From an optimization exercise on the open Yosys and OpenROAD flow, aimed at small area, a short achievable clock period and few clock cycles per item; shortcuts taken in it are not production practice. The RTL was checked by simulation tests, not by an equivalence proof against the original design.

==> module LUT, before the edit <==
module LUT (
    input      [4:0]  sel,
    output reg [31:0] value
);
    always @(*) begin
        case (sel)
            5'd0:  value = 32'h2D000000;
            5'd1:  value = 32'h1A90F0F5;
            5'd2:  value = 32'h0E0926A5;
            5'd3:  value = 32'h072023D0;
            5'd4:  value = 32'h03937ABF;
            5'd5:  value = 32'h01C95CAD;
            5'd6:  value = 32'h00E492E5;
            5'd7:  value = 32'h00722D16;
            5'd8:  value = 32'h00391D3F;
            5'd9:  value = 32'h001CC3DD;
            5'd10: value = 32'h000E2487;
            5'd11: value = 32'h00072290;
            5'd12: value = 32'h0003917C;
            5'd13: value = 32'h0001E66E;
            5'd14: value = 32'h0000E557;
            default: value = 32'h0;
        endcase
    end
endmodule
==> module R_CORDIC_Unit, before the edit <==
module R_CORDIC_Unit (
    input signed [31:0]      i_data_1,
    input signed [31:0]      i_data_2,
    input signed [31:0]      angle,
    input                    en,
    input                    rst,
    input                    clk,
    output signed [31:0]     o_data_1,
    output signed [31:0]     o_data_2,
    output                   done_flag
);
    reg        busy, done;
    reg  [4:0] cnt;
    reg signed [31:0] bx, by, ba;
    reg               bc;
    reg        [3:0]  shx;     
    reg        [3:0]  shy_n;   
    reg               fin;     
    reg               hold;    
    wire m1 = cnt == 5'd15;
    wire m2 = cnt == 5'd16;
    wire m3 = cnt == 5'd17;
    wire [4:0]  cnt_n = en ? 5'd0 : busy ? cnt + 5'd1 : cnt;
    wire        fin_n = !en && busy && (m1 || m2);
    wire [31:0] t;
    LUT lut (.sel(cnt), .value(t));
    wire neg  = ba[31];
    wire nega = neg | hold;
    wire negx = neg & ~fin;
    wire cinx = negx | (fin & bc);
    wire signed [31:0] sx = bx >>> shx;
    wire signed [31:0] sy = by >>> ~shy_n;
    wire [31:0] nx, ny, na;
    add_sk add_x (.a(bx), .b(sy ^ {32{negx}}), .cin(cinx), .s(nx));
    add_sk add_y (.a(by), .b(sx ^ {32{~neg}}), .cin(~neg), .s(ny));
    add_sk add_a (.a(ba), .b(t  ^ {32{~nega}}), .cin(~nega), .s(na));
    wire [31:0] ks, kc;
    wire        kci;
    R_CORDIC gain (.x(ba), .s(ks), .c(kc), .cin(kci));
    always @(posedge clk or posedge rst) begin
        if (rst) begin
            busy <= 1'b0;
            done <= 1'b0;
            cnt  <= 5'd0;
        end else begin
            done <= busy && m3;
            cnt  <= cnt_n;
            if (en)
                busy <= 1'b1;
            else if (m3)
                busy <= 1'b0;
        end
    end
    always @(posedge clk) begin
        bc    <= kci;
        fin   <= fin_n;
        hold  <= !en && busy && m2;
        shx   <= cnt_n[3:0];
        shy_n <= fin_n ? 4'hF : ~cnt_n[3:0];
        if (en) begin
            bx <= i_data_1;
            by <= i_data_2;
            ba <= angle;
        end else if (m1 | m2) begin
            bx <= ks;
            by <= kc;
            ba <= m1 ? by : nx;
        end else begin
            bx <= nx;
            by <= ny;
            ba <= cnt == 5'd14 ? nx : na;
        end
    end
    assign o_data_1  = ba;
    assign o_data_2  = bx;
    assign done_flag = done;
endmodule
==> flow/config.mk <==
export PLATFORM = sky130hd
export DESIGN_NAME = R_CORDIC_Unit
export DESIGN_NICKNAME = R_CORDIC_Unit
export VERILOG_FILES = /design/flow/design.v
export SDC_FILE = /design/flow/constraint.sdc
export NUM_CORES = 4
export LEC_CHECK = 0
export CAP_MARGIN = 20
export CORE_MARGIN = 2
export CORE_UTILIZATION = 60
export PLACE_DENSITY = 0.7
export SETUP_SLACK_MARGIN = 5
export SLEW_MARGIN = 20
==> flow/constraint.sdc <==
create_clock -name core_clock -period 10.0 [get_ports {clk}]
set_input_delay 2.0000 -clock core_clock [delete_from_list [all_inputs] [get_ports {clk}]]
set_output_delay 2.0000 -clock core_clock [all_outputs]
set_load 0.01 [all_outputs]
standard.sh (not shown) runs the stock make flow with config.mk's settings and CLKGATE_MAP_FILE= SYNTH_SCRIPT=/design/flow/synth_recipe.tcl, a recipe that flattens the netlist after the stock synthesis.
==> flow/flow/run.sh <==
#!/bin/bash
# The standard layout; the only change is the cell used to buffer the
# ports (a plain buf_1 instead of the default choice). Every input and
# output port is still buffered. Make's output goes to standard.log.
set -euo pipefail
export BUFFER_PORTS_ARGS="-buffer_cell sky130_fd_sc_hd__buf_1"
bash standard.sh > standard.log 2>&1
Testbench counts at the start, summed over its fixed seeds: cycles 9,736, items 512.
Rerun with:
--- a/flow/design.v
+++ b/flow/design.v
@@ -1,27 +1,27 @@
 module LUT (
-    input      [4:0]  sel,
+    input      [3:0]  sel,
     output reg [31:0] value
 );
     always @(*) begin
         case (sel)
-            5'd0:  value = 32'h2D000000;
-            5'd1:  value = 32'h1A90F0F5;
-            5'd2:  value = 32'h0E0926A5;
-            5'd3:  value = 32'h072023D0;
-            5'd4:  value = 32'h03937ABF;
-            5'd5:  value = 32'h01C95CAD;
-            5'd6:  value = 32'h00E492E5;
-            5'd7:  value = 32'h00722D16;
-            5'd8:  value = 32'h00391D3F;
-            5'd9:  value = 32'h001CC3DD;
-            5'd10: value = 32'h000E2487;
-            5'd11: value = 32'h00072290;
-            5'd12: value = 32'h0003917C;
-            5'd13: value = 32'h0001E66E;
-            5'd14: value = 32'h0000E557;
+            4'd0:  value = 32'h2D000000;
+            4'd1:  value = 32'h1A90F0F5;
+            4'd2:  value = 32'h0E0926A5;
+            4'd3:  value = 32'h072023D0;
+            4'd4:  value = 32'h03937ABF;
+            4'd5:  value = 32'h01C95CAD;
+            4'd6:  value = 32'h00E492E5;
+            4'd7:  value = 32'h00722D16;
+            4'd8:  value = 32'h00391D3F;
+            4'd9:  value = 32'h001CC3DD;
+            4'd10: value = 32'h000E2487;
+            4'd11: value = 32'h00072290;
+            4'd12: value = 32'h0003917C;
+            4'd13: value = 32'h0001E66E;
+            4'd14: value = 32'h0000E557;
             default: value = 32'h0;
         endcase
     end
 endmodule
 module add_sk (input [31:0] a, input [31:0] b, input cin, output [31:0] s);
   wire [31:0] p = a ^ b;
@@ -679,30 +679,28 @@
     reg  [4:0] cnt;
     reg signed [31:0] bx, by, ba;
     reg               bc;
     reg        [3:0]  shx;     
     reg        [3:0]  shy_n;   
     reg               fin;     
-    reg               hold;    
     wire m1 = cnt == 5'd15;
     wire m2 = cnt == 5'd16;
     wire m3 = cnt == 5'd17;
     wire [4:0]  cnt_n = en ? 5'd0 : busy ? cnt + 5'd1 : cnt;
     wire        fin_n = !en && busy && (m1 || m2);
     wire [31:0] t;
-    LUT lut (.sel(cnt), .value(t));
+    LUT lut (.sel(cnt[3:0]), .value(t));
     wire neg  = ba[31];
-    wire nega = neg | hold;
     wire negx = neg & ~fin;
     wire cinx = negx | (fin & bc);
     wire signed [31:0] sx = bx >>> shx;
     wire signed [31:0] sy = by >>> ~shy_n;
     wire [31:0] nx, ny, na;
     add_sk add_x (.a(bx), .b(sy ^ {32{negx}}), .cin(cinx), .s(nx));
     add_sk add_y (.a(by), .b(sx ^ {32{~neg}}), .cin(~neg), .s(ny));
-    add_sk add_a (.a(ba), .b(t  ^ {32{~nega}}), .cin(~nega), .s(na));
+    add_sk add_a (.a(ba), .b(t  ^ {32{~neg}}), .cin(~neg), .s(na));
     wire [31:0] ks, kc;
     wire        kci;
     R_CORDIC gain (.x(ba), .s(ks), .c(kc), .cin(kci));
     always @(posedge clk or posedge rst) begin
         if (rst) begin
             busy <= 1'b0;
@@ -717,13 +715,12 @@
                 busy <= 1'b0;
         end
     end
     always @(posedge clk) begin
         bc    <= kci;
         fin   <= fin_n;
-        hold  <= !en && busy && m2;
         shx   <= cnt_n[3:0];
         shy_n <= fin_n ? 4'hF : ~cnt_n[3:0];
         if (en) begin
             bx <= i_data_1;
             by <= i_data_2;
             ba <= angle;
@@ -731,13 +728,16 @@
             bx <= ks;
             by <= kc;
             ba <= m1 ? by : nx;
         end else begin
             bx <= nx;
             by <= ny;
-            ba <= cnt == 5'd14 ? nx : na;
+            if (cnt == 5'd14)
+                ba <= nx;
+            else if (!m3)
+                ba <= na;
         end
     end
     assign o_data_1  = ba;
     assign o_data_2  = bx;
     assign done_flag = done;
 endmodule
Effect: Via count climbs by about 4.7%; synthesized area climbs by about 2.2%; non-clock buffer count climbs by 9; first-iteration DRC count climbs by 19%; flip-flop and latch count drops by 1; worst setup slack got worse by 23 ps; cell count climbs by 1.7%.
Testbench counts after the change, summed over its fixed seeds: cycles 9,736, items 512.

* * *

## job 101
Another version of the RTL of R_CORDIC_Unit (not shown whole).
Size in the first run: about 2,500 cells after synthesis.
==> module R_CORDIC_Unit, before the edit <==
module R_CORDIC_Unit (
    input signed [31:0]      i_data_1,
    input signed [31:0]      i_data_2,
    input signed [31:0]      angle,
    input                    en,
    input                    rst,
    input                    clk,
    output signed [31:0]     o_data_1,
    output signed [31:0]     o_data_2,
    output                   done_flag
);
    reg        busy, done;
    reg  [4:0] cnt;
    reg signed [31:0] bx, by, ba;
    reg        [31:0] pc;
    reg               pci;
    wire last = cnt == 5'd16;
    wire [31:0] ux = busy ? bx : i_data_1;
    wire [31:0] uy = busy ? by : i_data_2;
    wire [31:0] ua = busy ? ba : angle;
    wire [31:0] sx = busy ? bx >>> cnt[3:0] : i_data_1;
    wire [31:0] sy = busy ? by >>> cnt[3:0] : i_data_2;
    wire neg = ua[31];
    wire [31:0] t;
    LUT lut (.sel(cnt[3:0]), .neg(neg), .value(t));
    wire [32:0] ax = {ux, 1'b1} + {sy ^ {32{ neg}},  neg};
    wire [32:0] ay = {uy, 1'b1} + {sx ^ {32{~neg}}, ~neg};
    wire [31:0] na = ua + t;
    wire [31:0] ks, kc;
    wire        kci;
    R_CORDIC gain (.x(bx), .s(ks), .c(kc), .cin(kci));
    wire [32:0] kp = {ba, 1'b1} + {pc, pci};
    wire [31:0] kx = kp[32:1];
    wire m1 = cnt == 5'd15;
    wire m2 = cnt[4];
    always @(posedge clk or posedge rst) begin
        if (rst) begin
            busy <= 1'b0;
            done <= 1'b0;
            cnt  <= 5'd0;
        end else begin
            busy <= en || (busy && !last);
            done <= busy && last;
            cnt  <= en ? 5'd1 : (busy && !last) ? cnt + 5'd1 : 5'd0;
        end
    end
    always @(posedge clk) begin
        pc  <= kc;
        pci <= kci;
        by  <= ay[32:1];
        if (m1 | m2) begin
            bx <= m2 ? kx : by;
            ba <= ks;
        end else begin
            bx <= ax[32:1];
            ba <= na;
        end
    end
    assign o_data_1  = bx;
    assign o_data_2  = kx;
    assign done_flag = done;
endmodule
==> flow/config.mk <==
export PLATFORM = sky130hd
export DESIGN_NAME = R_CORDIC_Unit
export DESIGN_NICKNAME = R_CORDIC_Unit
export VERILOG_FILES = /design/flow/design.v
export SDC_FILE = /design/flow/constraint.sdc
export NUM_CORES = 4
export LEC_CHECK = 0
export CAP_MARGIN = 20
export CORE_MARGIN = 2
export CORE_UTILIZATION = 60
export PLACE_DENSITY = 0.7
export SETUP_SLACK_MARGIN = 5
export SLEW_MARGIN = 20
==> flow/constraint.sdc <==
create_clock -name core_clock -period 10.0 [get_ports {clk}]
set_input_delay 2.0000 -clock core_clock [delete_from_list [all_inputs] [get_ports {clk}]]
set_output_delay 2.0000 -clock core_clock [all_outputs]
set_load 0.01 [all_outputs]
run.sh (not shown) runs the stock make flow with config.mk's settings and CLKGATE_MAP_FILE= SYNTH_SCRIPT=/design/flow/synth_recipe.tcl, a recipe that flattens the netlist after the stock synthesis.
Stock flow here: none of the scripts above is used.
Testbench counts of job 101, summed over its fixed seeds: cycles 8,712, items 512.
## Diff of input files: job 102 against job 101
--- a/flow/design.v
+++ b/flow/design.v
@@ -517,49 +517,58 @@
     reg signed [31:0] bx, by, ba;
     reg        [31:0] pc;
     reg               pci;
-    wire last = cnt == 5'd16;
-    wire [31:0] ux = busy ? bx : i_data_1;
-    wire [31:0] uy = busy ? by : i_data_2;
-    wire [31:0] ua = busy ? ba : angle;
-    wire [31:0] sx = busy ? bx >>> cnt[3:0] : i_data_1;
-    wire [31:0] sy = busy ? by >>> cnt[3:0] : i_data_2;
-    wire neg = ua[31];
+    wire neg = ba[31];
     wire [31:0] t;
     LUT lut (.sel(cnt[3:0]), .neg(neg), .value(t));
-    wire [32:0] ax = {ux, 1'b1} + {sy ^ {32{ neg}},  neg};
-    wire [32:0] ay = {uy, 1'b1} + {sx ^ {32{~neg}}, ~neg};
-    wire [31:0] na = ua + t;
+    wire signed [31:0] sx = bx >>> cnt[3:0];
+    wire signed [31:0] sy = by >>> cnt[3:0];
+    wire [32:0] ax = {bx, 1'b1} + {sy ^ {32{ neg}},  neg};
+    wire [32:0] ay = {by, 1'b1} + {sx ^ {32{~neg}}, ~neg};
+    wire [31:0] nx = ax[32:1];
+    wire [31:0] ny = ay[32:1];
+    wire [31:0] na = ba + t;
     wire [31:0] ks, kc;
     wire        kci;
     R_CORDIC gain (.x(bx), .s(ks), .c(kc), .cin(kci));
     wire [32:0] kp = {ba, 1'b1} + {pc, pci};
     wire [31:0] kx = kp[32:1];
-    wire m1 = cnt == 5'd15;
-    wire m2 = cnt[4];
+    wire m1  = cnt == 5'd15;
+    wire mul = cnt[4] | m1;           
+    wire fin = cnt[4];                
     always @(posedge clk or posedge rst) begin
         if (rst) begin
             busy <= 1'b0;
             done <= 1'b0;
             cnt  <= 5'd0;
         end else begin
-            busy <= en || (busy && !last);
-            done <= busy && last;
-            cnt  <= en ? 5'd1 : (busy && !last) ? cnt + 5'd1 : 5'd0;
+            done <= busy && cnt == 5'd17;
+            if (en) begin
+                busy <= 1'b1;
+                cnt  <= 5'd0;
+            end else if (busy) begin
+                cnt <= cnt + 5'd1;
+                if (cnt == 5'd17) busy <= 1'b0;
+            end
         end
     end
     always @(posedge clk) begin
         pc  <= kc;
         pci <= kci;
-        by  <= ay[32:1];
-        if (m1 | m2) begin
-            bx <= m2 ? kx : by;
+        if (en) begin
+            bx <= i_data_1;
+            by <= i_data_2;
+            ba <= angle;
+        end else if (mul) begin
+            bx <= by;
+            by <= fin ? kx : ny;
             ba <= ks;
         end else begin
-            bx <= ax[32:1];
+            bx <= nx;
+            by <= ny;
             ba <= na;
         end
     end
     assign o_data_1  = bx;
-    assign o_data_2  = kx;
+    assign o_data_2  = by;
     assign done_flag = done;
 endmodule
==> comparison <==
Job 101 completed every stage of the flow, and the final layout passed the timing, design-rule and antenna checks.
Job 102 ended with every stage complete and zero timing, DRC or antenna violations.
From job 101 to job 102 the numbers moved as follows: setup slack went up 0.53 ns, number of buffers created by CTS has remained practically unchanged.
Job 102: minimum clock period after layout is 0.53 ns lower than what job 101 reported.
The number of ordinary and repair buffers in the finished layout reported for job 102 is smaller than that of job 101 by 90.
Compared with job 101, job 102 shows routed via count divided by cell count that has gone down by a few percent.
The die of job 102 is smaller than the one used in job 101.
Taking job 101 as the reference, in job 102 cell area after layout has decreased, upper clock frequency limit rose by about 11%, synthesis-to-layout area growth now sits lower.
Comparing the two runs side by side, job 102 comes out ahead of job 101 on post-synth design cell area.
Testbench counts of job 102, summed over its fixed seeds: cycles 9,736, items 512.

* * *

the previous run:
R_CORDIC_Unit, a different RTL version from the one above (not shown whole).
For scale: about 2100 cells after synthesis, about 140 flip-flops, about 18000 µm² of cells after synthesis.
==> module rsh, before the edit <==
module rsh (
    input  [31:0] d,
    input  [3:0]  lo,
    input  [3:0]  hi,
    output [31:0] q
);
    wire [31:0] t;
    wire [46:0] de = {{15{d[31]}}, d};
    wire [43:0] te = {{12{d[31]}}, t};
    genvar j;
    generate
        for (j = 0; j < 31; j = j + 1) begin : s1
            assign t[j] = (lo[0] & de[j]) | (lo[1] & de[j + 1]) |
                          (lo[2] & de[j + 2]) | (lo[3] & de[j + 3]);
        end
        assign t[31] = d[31];
        for (j = 0; j < 31; j = j + 1) begin : s2
            assign q[j] = (hi[0] & te[j]) | (hi[1] & te[j + 4]) |
                          (hi[2] & te[j + 8]) | (hi[3] & te[j + 12]);
        end
        assign q[31] = d[31];
    endgenerate
endmodule
==> flow/config.mk <==
export PLATFORM = sky130hd
export DESIGN_NAME = R_CORDIC_Unit
export DESIGN_NICKNAME = R_CORDIC_Unit
export VERILOG_FILES = /design/flow/design.v
export SDC_FILE = /design/flow/constraint.sdc
export NUM_CORES = 4
export LEC_CHECK = 0
export CAP_MARGIN = 20
export CORE_MARGIN = 2
export CORE_UTILIZATION = 60
export PLACE_DENSITY = 0.7
export SLEW_MARGIN = 20
==> flow/constraint.sdc <==
create_clock -name core_clock -period 10.0 [get_ports {clk}]
set_input_delay 2.0000 -clock core_clock [delete_from_list [all_inputs] [get_ports {clk}]]
set_output_delay 2.0000 -clock core_clock [all_outputs]
set_load 0.01 [all_outputs]
standard.sh (not shown) runs the stock make flow with config.mk's settings and CLKGATE_MAP_FILE= SYNTH_SCRIPT=/design/flow/synth_recipe.tcl, a recipe that flattens the netlist after the stock synthesis.
==> flow/flow/run.sh <==
#!/bin/bash
set -euo pipefail
export BUFFER_PORTS_ARGS="-buffer_cell sky130_fd_sc_hd__buf_1"
export SETUP_SLACK_MARGIN=5.5
bash standard.sh > standard.log 2>&1
Testbench counts of the previous run, summed over its fixed seeds: cycles 9,736, items 512.
--- input diff the previous run..the current run ---
diff --git a/flow/design.v b/flow/design.v
--- a/flow/design.v
+++ b/flow/design.v
@@ -190,27 +190,24 @@
 module rsh (
     input  [31:0] d,
     input  [3:0]  lo,
     input  [3:0]  hi,
     output [31:0] q
 );
-    wire [31:0] t;
     wire [46:0] de = {{15{d[31]}}, d};
-    wire [43:0] te = {{12{d[31]}}, t};
+    wire [43:0] t;
     genvar j;
     generate
-        for (j = 0; j < 31; j = j + 1) begin : s1
+        for (j = 0; j < 44; j = j + 1) begin : s1
             assign t[j] = (lo[0] & de[j]) | (lo[1] & de[j + 1]) |
                           (lo[2] & de[j + 2]) | (lo[3] & de[j + 3]);
         end
-        assign t[31] = d[31];
-        for (j = 0; j < 31; j = j + 1) begin : s2
-            assign q[j] = (hi[0] & te[j]) | (hi[1] & te[j + 4]) |
-                          (hi[2] & te[j + 8]) | (hi[3] & te[j + 12]);
+        for (j = 0; j < 32; j = j + 1) begin : s2
+            assign q[j] = (hi[0] & t[j]) | (hi[1] & t[j + 4]) |
+                          (hi[2] & t[j + 8]) | (hi[3] & t[j + 12]);
         end
-        assign q[31] = d[31];
     endgenerate
 endmodule
 module R_CORDIC (
     input  [31:0] x,
     output [31:0] s,
     output [31:0] c,
### Flow results
- Delta (the current run minus the previous run): final wirelength went down; count of clock buffers in the final design moved up.
- Looking at total via count in the routed design, the current run sits below the previous run.
- Changes observed in the current run relative to the previous run: non-clock buffering overhead in the final layout moved down, relative area of clock buffers and inverters in the final design level, combined area of the multi-input logic cells moved up.
- Lower minimum clock period among the previous run and the current run: the current run
- Core utilization: the current run lower than the previous run
- Cmp the previous run and the current run / synthesis-to-layout area growth / lower: the current run
Testbench counts of the current run, summed over its fixed seeds: cycles 9,736, items 512.

re-timing with driven ports:
Ports are ideal in the flow. The routed layouts listed here were re-timed in OpenROAD. Step 1 (the two cells are an assumption about what drives the block):
set clk [get_ports {clk}]
set_driving_cell -lib_cell sky130_fd_sc_hd__clkbuf_16 $clk
set_driving_cell -lib_cell sky130_fd_sc_hd__buf_2 [delete_from_list [all_inputs] $clk]
Step 2 moves the port delays by t, midway between the first and last clock arrival at a register: inputs arrive t later, outputs are due t later. That takes back most of the time a late clock gives input paths. Slacks: no drivers / after step 1 / after step 2; pairs: no drivers / after step 1.
| run | shift t [ns] | setup WS [ns] | worst setup path after step 2 | worst register clock-pin slew, ns | cell pins on the clock port's net |
|---|---|---|---|---|---|
| the first run of note 1 | 0.500 | 5.208 / 5.208 / 5.208 | register to register | 0.07 / 0.07 | 1 |
| the second run of note 1 | 0.480 | 5.185 / 5.185 / 5.185 | register to register | 0.07 / 0.07 | 1 |
| job 101 | 0.519 | 4.661 / 4.603 / 4.374 | input to register | 0.07 / 0.07 | 1 |
| job 102 | 0.506 | 5.193 / 5.193 / 5.193 | register to register | 0.08 / 0.08 | 1 |
| the previous run | 0.512 | 5.560 / 5.560 / 5.560 | register to register | 0.08 / 0.08 | 1 |
| the current run | 0.508 | 5.614 / 5.614 / 5.614 | register to register | 0.08 / 0.08 | 1 |
After both steps every run listed still meets setup and hold. For job 101, which loses most, drivers alone change the setup slack by -0.058 ns; drivers and shift together by -0.287 ns.
